From an optimization exercise on the open Yosys and OpenROAD flow, aimed at small area; shortcuts taken in it are not production practice.
Only simulation tests tie the RTL to the original design; equivalence was not proved.
Power is estimated from default activity; no workload was simulated.

<file path="design/flow/design.v">
module current_filter
               (
                pClk ,
                pRst    ,
                pFilterIn,
                pFilterOut
                );
   input                   pClk  ; 
  input                   pRst     ;
  input [15:0] pFilterIn ; 
  output[15:0] pFilterOut;  
  wire [11:0] coeff1 = 12'd2874;
  wire [11:0] coeff2 = 12'd2946;
  wire [11:0] coeff3 = 12'd3011;
  wire [11:0] coeff4 = 12'd3070;
  wire [11:0] coeff5 = 12'd3121;
  wire [11:0] coeff6 = 12'd3165;
  wire [11:0] coeff7 = 12'd3202;
  wire [11:0] coeff8 = 12'd3230;
  wire [11:0] coeff9 = 12'd3251;
  wire [11:0] coeff10 = 12'd3263;
  wire [11:0] coeff11 = 12'd3267;
reg [15:0] delay_pipeline1 ;
reg [15:0] delay_pipeline2 ;
reg [15:0] delay_pipeline3 ;
reg [15:0] delay_pipeline4 ;
reg [15:0] delay_pipeline5 ;
reg [15:0] delay_pipeline6 ;
reg [15:0] delay_pipeline7 ;
reg [15:0] delay_pipeline8 ;
reg [15:0] delay_pipeline9 ;
reg [15:0] delay_pipeline10;
reg [15:0] delay_pipeline11;
reg [15:0] delay_pipeline12;
reg [15:0] delay_pipeline13;
reg [15:0] delay_pipeline14;
reg [15:0] delay_pipeline15;
reg [15:0] delay_pipeline16;
reg [15:0] delay_pipeline17;
reg [15:0] delay_pipeline18;
reg [15:0] delay_pipeline19;
reg [15:0] delay_pipeline20;
always@(posedge pClk )
       if(!pRst)
                begin
                    delay_pipeline1 <= 16'b0 ;
                     delay_pipeline2 <= 16'b0 ;
                     delay_pipeline3 <= 16'b0 ;
                     delay_pipeline4 <= 16'b0 ;
                     delay_pipeline5 <= 16'b0 ;
                     delay_pipeline6 <= 16'b0 ;
                     delay_pipeline7 <= 16'b0 ;
                     delay_pipeline8 <= 16'b0 ;
					 delay_pipeline9 <= 16'b0 ;
					 delay_pipeline10 <= 16'b0 ;
					 delay_pipeline11 <= 16'b0 ;
					 delay_pipeline12 <= 16'b0 ;
					 delay_pipeline13 <= 16'b0 ;
					 delay_pipeline14 <= 16'b0 ;
					 delay_pipeline15 <= 16'b0 ;
					 delay_pipeline16 <= 16'b0 ;
					 delay_pipeline17 <= 16'b0 ;
					 delay_pipeline18 <= 16'b0 ;
					 delay_pipeline19 <= 16'b0 ;
					 delay_pipeline20 <= 16'b0 ;
                end
       else
                begin
                     delay_pipeline1 <= pFilterIn     ;
                     delay_pipeline2 <= delay_pipeline1 ;
                     delay_pipeline3 <= delay_pipeline2 ;
                     delay_pipeline4 <= delay_pipeline3 ;
                     delay_pipeline5 <= delay_pipeline4 ;
                     delay_pipeline6 <= delay_pipeline5 ;
                     delay_pipeline7 <= delay_pipeline6 ;
                     delay_pipeline8 <= delay_pipeline7 ;
					 delay_pipeline9 <= delay_pipeline8 ;
					 delay_pipeline10 <= delay_pipeline9 ;
					 delay_pipeline11 <= delay_pipeline10 ;
					 delay_pipeline12 <= delay_pipeline11 ;
					 delay_pipeline13 <= delay_pipeline12 ;
					 delay_pipeline14 <= delay_pipeline13 ;
					 delay_pipeline15 <= delay_pipeline14 ;
					 delay_pipeline16 <= delay_pipeline15 ;
					 delay_pipeline17 <= delay_pipeline16 ;
					 delay_pipeline18 <= delay_pipeline17 ;
					 delay_pipeline19 <= delay_pipeline18 ;
					 delay_pipeline20 <= delay_pipeline19 ;
                end
reg [16:0] add_data1 ;
reg [16:0] add_data2 ;
reg [16:0] add_data3 ;
reg [16:0] add_data4 ;
reg [16:0] add_data5 ;
reg [16:0] add_data6 ;
reg [16:0] add_data7 ;
reg [16:0] add_data8 ;
reg [16:0] add_data9 ;
reg [16:0] add_data10 ;
reg [16:0] add_data11 ;
always@(posedge pClk ) 
       if(!pRst)
		   begin
           add_data1 <= 16'b0 ;
		   add_data2 <= 16'b0 ;
		   add_data3 <= 16'b0 ;
		   add_data4 <= 16'b0 ;
		   add_data5 <= 16'b0 ;
		   add_data6 <= 16'b0 ;
		   add_data7 <= 16'b0 ;
		   add_data8 <= 16'b0 ;
		   add_data9 <= 16'b0 ;
		   add_data10 <= 16'b0 ;
		   add_data11 <= 16'b0 ;
		   end
       else
	       begin
           add_data1 <= pFilterIn + delay_pipeline20 ;      
		   add_data2 <= delay_pipeline1 + delay_pipeline19 ; 
		   add_data3 <= delay_pipeline2 + delay_pipeline18 ; 
		   add_data4 <= delay_pipeline3 + delay_pipeline17 ; 
		   add_data5 <= delay_pipeline4 + delay_pipeline16 ; 
		   add_data6 <= delay_pipeline5 + delay_pipeline15 ; 
		   add_data7 <= delay_pipeline6 + delay_pipeline14 ; 
		   add_data8 <= delay_pipeline7 + delay_pipeline13 ; 
		   add_data9 <= delay_pipeline8 + delay_pipeline12 ; 
		   add_data10 <= delay_pipeline9 + delay_pipeline11 ; 
		   add_data11 <= {delay_pipeline10[15],delay_pipeline10} ; 
		   end
reg [28:0] multi_data1 ;
reg [28:0] multi_data2 ;
reg [28:0] multi_data3 ;
reg [28:0] multi_data4 ;
reg [28:0] multi_data5 ;
reg [28:0] multi_data6 ;
reg [28:0] multi_data7 ;
reg [28:0] multi_data8 ;
reg [28:0] multi_data9 ;
reg [28:0] multi_data10;
reg [28:0] multi_data11;
always@(posedge pClk) 
       if(!pRst)      
           begin                             
           multi_data1 <= 29'b0 ;
		   multi_data2 <= 29'b0 ;
		   multi_data3 <= 29'b0 ;
		   multi_data4 <= 29'b0 ;
		   multi_data5 <= 29'b0 ;
		   multi_data6 <= 29'b0 ;
		   multi_data7 <= 29'b0 ;
		   multi_data8 <= 29'b0 ;
		   multi_data9 <= 29'b0 ;
		   multi_data10 <= 29'b0 ;
		   multi_data11 <= 29'b0 ;
		   end
       else
	       begin
           multi_data1 <= add_data1*coeff1 ; 
		   multi_data2 <= add_data2*coeff2 ; 
		   multi_data3 <= add_data3*coeff3 ; 
		   multi_data4 <= add_data4*coeff4 ; 
		   multi_data5 <= add_data5*coeff5 ; 
		   multi_data6 <= add_data6*coeff6 ; 
		   multi_data7 <= add_data7*coeff7 ; 
		   multi_data8 <= add_data8*coeff8 ; 
		   multi_data9 <= add_data9*coeff9 ; 
		   multi_data10 <= add_data10*coeff10 ; 
		   multi_data11 <= add_data11*coeff11 ; 
		   end
reg [31:0] multi_add;
always@(posedge pClk) 
       if(!pRst)          
           begin                         
           multi_add <= 32'd0;
		   end
       else
           begin
           multi_add <= multi_data1+multi_data2+multi_data3+multi_data4+multi_data5+multi_data6 
		               +multi_data7+multi_data8+multi_data9+multi_data10+multi_data11;
		   end
assign pFilterOut = multi_add>>16;
endmodule
</file>
<file path="design/flow/run.sh">
#!/bin/bash
# synth_recipe.tcl (not shown) runs the flow's synth.tcl, then flattens the netlist and writes it again
# the make line also repeats each setting of config.mk as NAME=value (left out here)
make -C /OpenROAD-flow-scripts/flow DESIGN_CONFIG=/design/flow/config.mk WORK_HOME=/design/flow/orfs CLKGATE_MAP_FILE= SYNTH_SCRIPT=/design/flow/synth_recipe.tcl finish
</file>
<file path="design/flow/config.mk">
export PLATFORM = sky130hd
export DESIGN_NAME = current_filter
export DESIGN_NICKNAME = current_filter
export VERILOG_FILES = /design/flow/design.v
export SDC_FILE = /design/flow/constraint.sdc
export NUM_CORES = 4
export LEC_CHECK = 0
export CAP_MARGIN = 20
export CORE_MARGIN = 2
export CORE_UTILIZATION = 40
export SLEW_MARGIN = 20
</file>
<file path="design/flow/constraint.sdc">
create_clock -name core_clock -period 7.5 [get_ports {pClk}]
set_input_delay 1.5000 -clock core_clock [delete_from_list [all_inputs] [get_ports {pClk}]]
set_output_delay 1.5000 -clock core_clock [all_outputs]
set_load 0.01 [all_outputs]
</file>
==> out/results.ini <==
[cells_and_area]
syn2layout_area_growth_pct=8.69
layoutNonFillerInstCount=9994
finalNetCount=9666
fin_util=0.436
fillers=17400
drive_above_1_share=0.0304

[critical_path]
ff2ff_setup_slack_ps=2060
cp_max_fo=5
worstReg2RegEnd=multi_add[25]
cp_data_arrival_time_ps=6020
crit_buf_inv=4
crit_top_cell=fa_1
crit_chain=inv_1 > fa_1 > inv_1 > fa_1 > fa_1 > fa_1 > inv_1 > fa_1 > inv_1 > ha_1 > nand2_1 > o21ai_0 > o21ai_0 > a21oi_1 > nor4_1 > o31ai_1 > a21oi_1 > xor2_1 > nor2_1
critical_path.top_delay_family=adder cells
crit_path_top_delay_cell=fa_1
reg2regPathDepth=19
r2r_start=multi_data4[15]
endpoint_kind=flip-flop
crit_path_start=multi_data4[15]
cp.required_ps=8080
worst_setup_path_start_kind=flip-flop
slowest_delay_ps=550
critPathKind=reg2reg

[routing]
route.met2.wl_um=87800
wl_um=191000
postRouteAntennaNets=0
drt-initial-drc-count=2893
wl_met1_um=88500
drcViolationCount=0
highest_layer=met4
firstDrtPassIters=7
dr_wl_met3_um=8200
drt-wirelength-per-cell_um=19.1
vias=49400
via_per_inst=4.95

[placed_design]
io_buffers=33
place_congestion=0.915
post-dp-hpwl_um=163000
place_inst=9810
place_ws_ps=2060

[timing]
clock_skew_ps=25.1
rsz0062_at_grt=no
min_period_over_period=0.726
worst_pin_slew_ps=887
hold_violations=0
relSlewSlack=0.402
fin_ws_ps=2060
fin_setup_tns_ps=0
period_minus_slack_ps=5440
slew_viol_final=0
setup-violations-final=0
fmax_mhz=184

[clocking]
hold_buffers=0
cts_buffer_depth=3
clock_sinks=819
cts_setup_buffers=0
cts_inserted_buffers=95
htree_num_levels=3
clkSlewWorstSetupHoldPaths_ps=70
cts_tree=built
clk_latency_ps=720
cts-resized-gates=0
cts_root_buffer=clkbuf_16

[floorplan]
die-height_um=432
initial_utilization=0.402
io_pins=34
dieArea_mm2=0.187
std_cell_rows=157
fp.dieW_um=432
coreArea_mm2=0.182

[yosys]
syn_nets=9639
post-synth-top-area-fraction=0.249
synth_top_area_cell=fa_1
ys_ff_latch=819
netlist_top_cells_count=1607 x inv_1, 1214 x ha_1, 912 x fa_1, 819 x dfxtp_1, 510 x nor2_1
yosysWarnings=1
ys.flop_type=dfxtp_1
synth_most_common_cell=inv_1
syn_avg_cell_area_um2=9.78
ys_types=89
syn_inst=7495
netlist_top_cells_area=fa_1 25%, dfxtp_1 22%, ha_1 21%, inv_1 8.2%, and2_1 3.4%
synth-async-reset-ratio=0
synth_seq_area_share=0.224
synth.cell_area_mm2=0.0733
synth-edff-count=0

[global_routing]
grt_pass1_vias=51700
antenna_found_initial=20
grt_max_degree=107
overflow=0
grt_pass1_wl_um=297000
grtUsageTotal=0.207

[worst_hold_path]
hold_path.class=reg2reg
min_path_cells=1
worstHoldStart=delay_pipeline10[6]
whs_endpoint=add_data11[6]

[power_and_ir_drop]
p_per_area_mw_per_mm2=162
p_total_uw=12900
p_leak_uw=0.0420
irDropWorstVdd_mv=0.183

[status]
status=no timing/DRC/antenna violations

[flow_run]
cap_viol_max_count=0

==> registers in the layout, summed over array words and instances, names as in the netlist, 28 cells and up <==
signal and flops:
multi_data2 28, multi_data3 29, multi_data8 28, multi_data6 29
multi_data7 28, multi_data1 28, multi_data4 28, multi_data10 29
multi_data5 29, multi_data9 29, multi_data11 29
==> placed cells by master, fill, tap and decap left out, types with 42 or more instances in the layout <==
cell type	count
dfxtp_1	819
xor2_1	164
nand2_1	166
nor2_1	510
clkbuf_16	95
a31oi_1	42
and3_1	44
nand4_1	42
a21o_1	169
and2_1	401
fa_1	912
inv_1	1607
a21oi_1	271
nand3_1	93
o21ai_0	169
nor2b_1	63
nand2b_1	52
xnor2_1	167
nor3_1	89
ha_1	1214
==> routing by layer <==
| layer | vias up | global-route usage |
|---|---|---|
| met4 | 0 | 0.0665 |
| li1 | 23900 | - |
| met5 | - | 0 |
| met3 | 231 | 0.0211 |
| met1 | 24300 | 0.288 |
| met2 | 1011 | 0.337 |
==> power by group <==
part | switching [uW] | internal, uW
clock network | 2110 | 2850
logic | 1970 | 1340
registers | 112 | 4500
==> cell families after synthesis <==
group,after synthesis,synth area share
AO/OA/AOI/OAI,942,0.0839
XOR/XNOR,331,0.0396
adder cells (fa/ha/maj),2126,0.456
buffers and inverters,1724,0.0885
flip-flops,819,0.224
multiplexers,8,0.00111
AND/OR/NAND/NOR,1545,0.107
==> per-stage QoR <==
| stage | hold WS, ps | area (um^2) |
|---|---|---|
| after global placement | 414 | 76300 |
| after floorplan | 412 | 73300 |
| final | 430 | 79600 |
| after CTS | 429 | 79600 |
| after detailed placement | 418 | 76300 |
| after global routing | 440 | 79600 |
==> final cells by class <==
type / instances / area (um^2) / area share
sequential: 819 / 16400 / 0.206
multi-input combinational: 4952 / 50400 / 0.633
clock buffer: 117 / 2580 / 0.0324
inverter: 1608 / 6040 / 0.0759
antenna: 5 / 12.5 / 0.000157
clock inverter: 62 / 786 / 0.00987
timing repair buffer: 46 / 445 / 0.00559
tap: 2385 / 2980 / 0.0375
==> worst max-delay path by stage <==
stage,endpoint,depth (start not counted),slack [ps]
after floorplan,multi_data3[26],19,2480
after global placement,multi_add[31],19,2110
after detailed placement,multi_add[25],19,2060
after CTS,multi_add[25],19,2020
after global routing,multi_data4[27],15,1680
final,multi_add[25],19,2060

==> what the ideal ports hide <==
How much do the figures lean on ideal ports? The routed layout below was timed once more, with nothing changed but the port constraints.
Step 1 assumes that a clkbuf_16 drives the clock port and a buf_2 every other input.
Step 2 times the ports against the registers' clock, not the clock port: input delays grow and output delays shrink by t, the midpoint of the rising clock arrivals with the driver on.
a / b / c = ideal / step 1 / step 2; a / b = the first two.
t, ns: 0.780
slack for setup (ns): 2.057 / 2.057 / 2.057
worst setup path after step 2: register to register
After both steps setup and hold are still met in this run. The setup slack of this run moves by 0.000 ns with the drivers and by 0.000 ns with both steps.
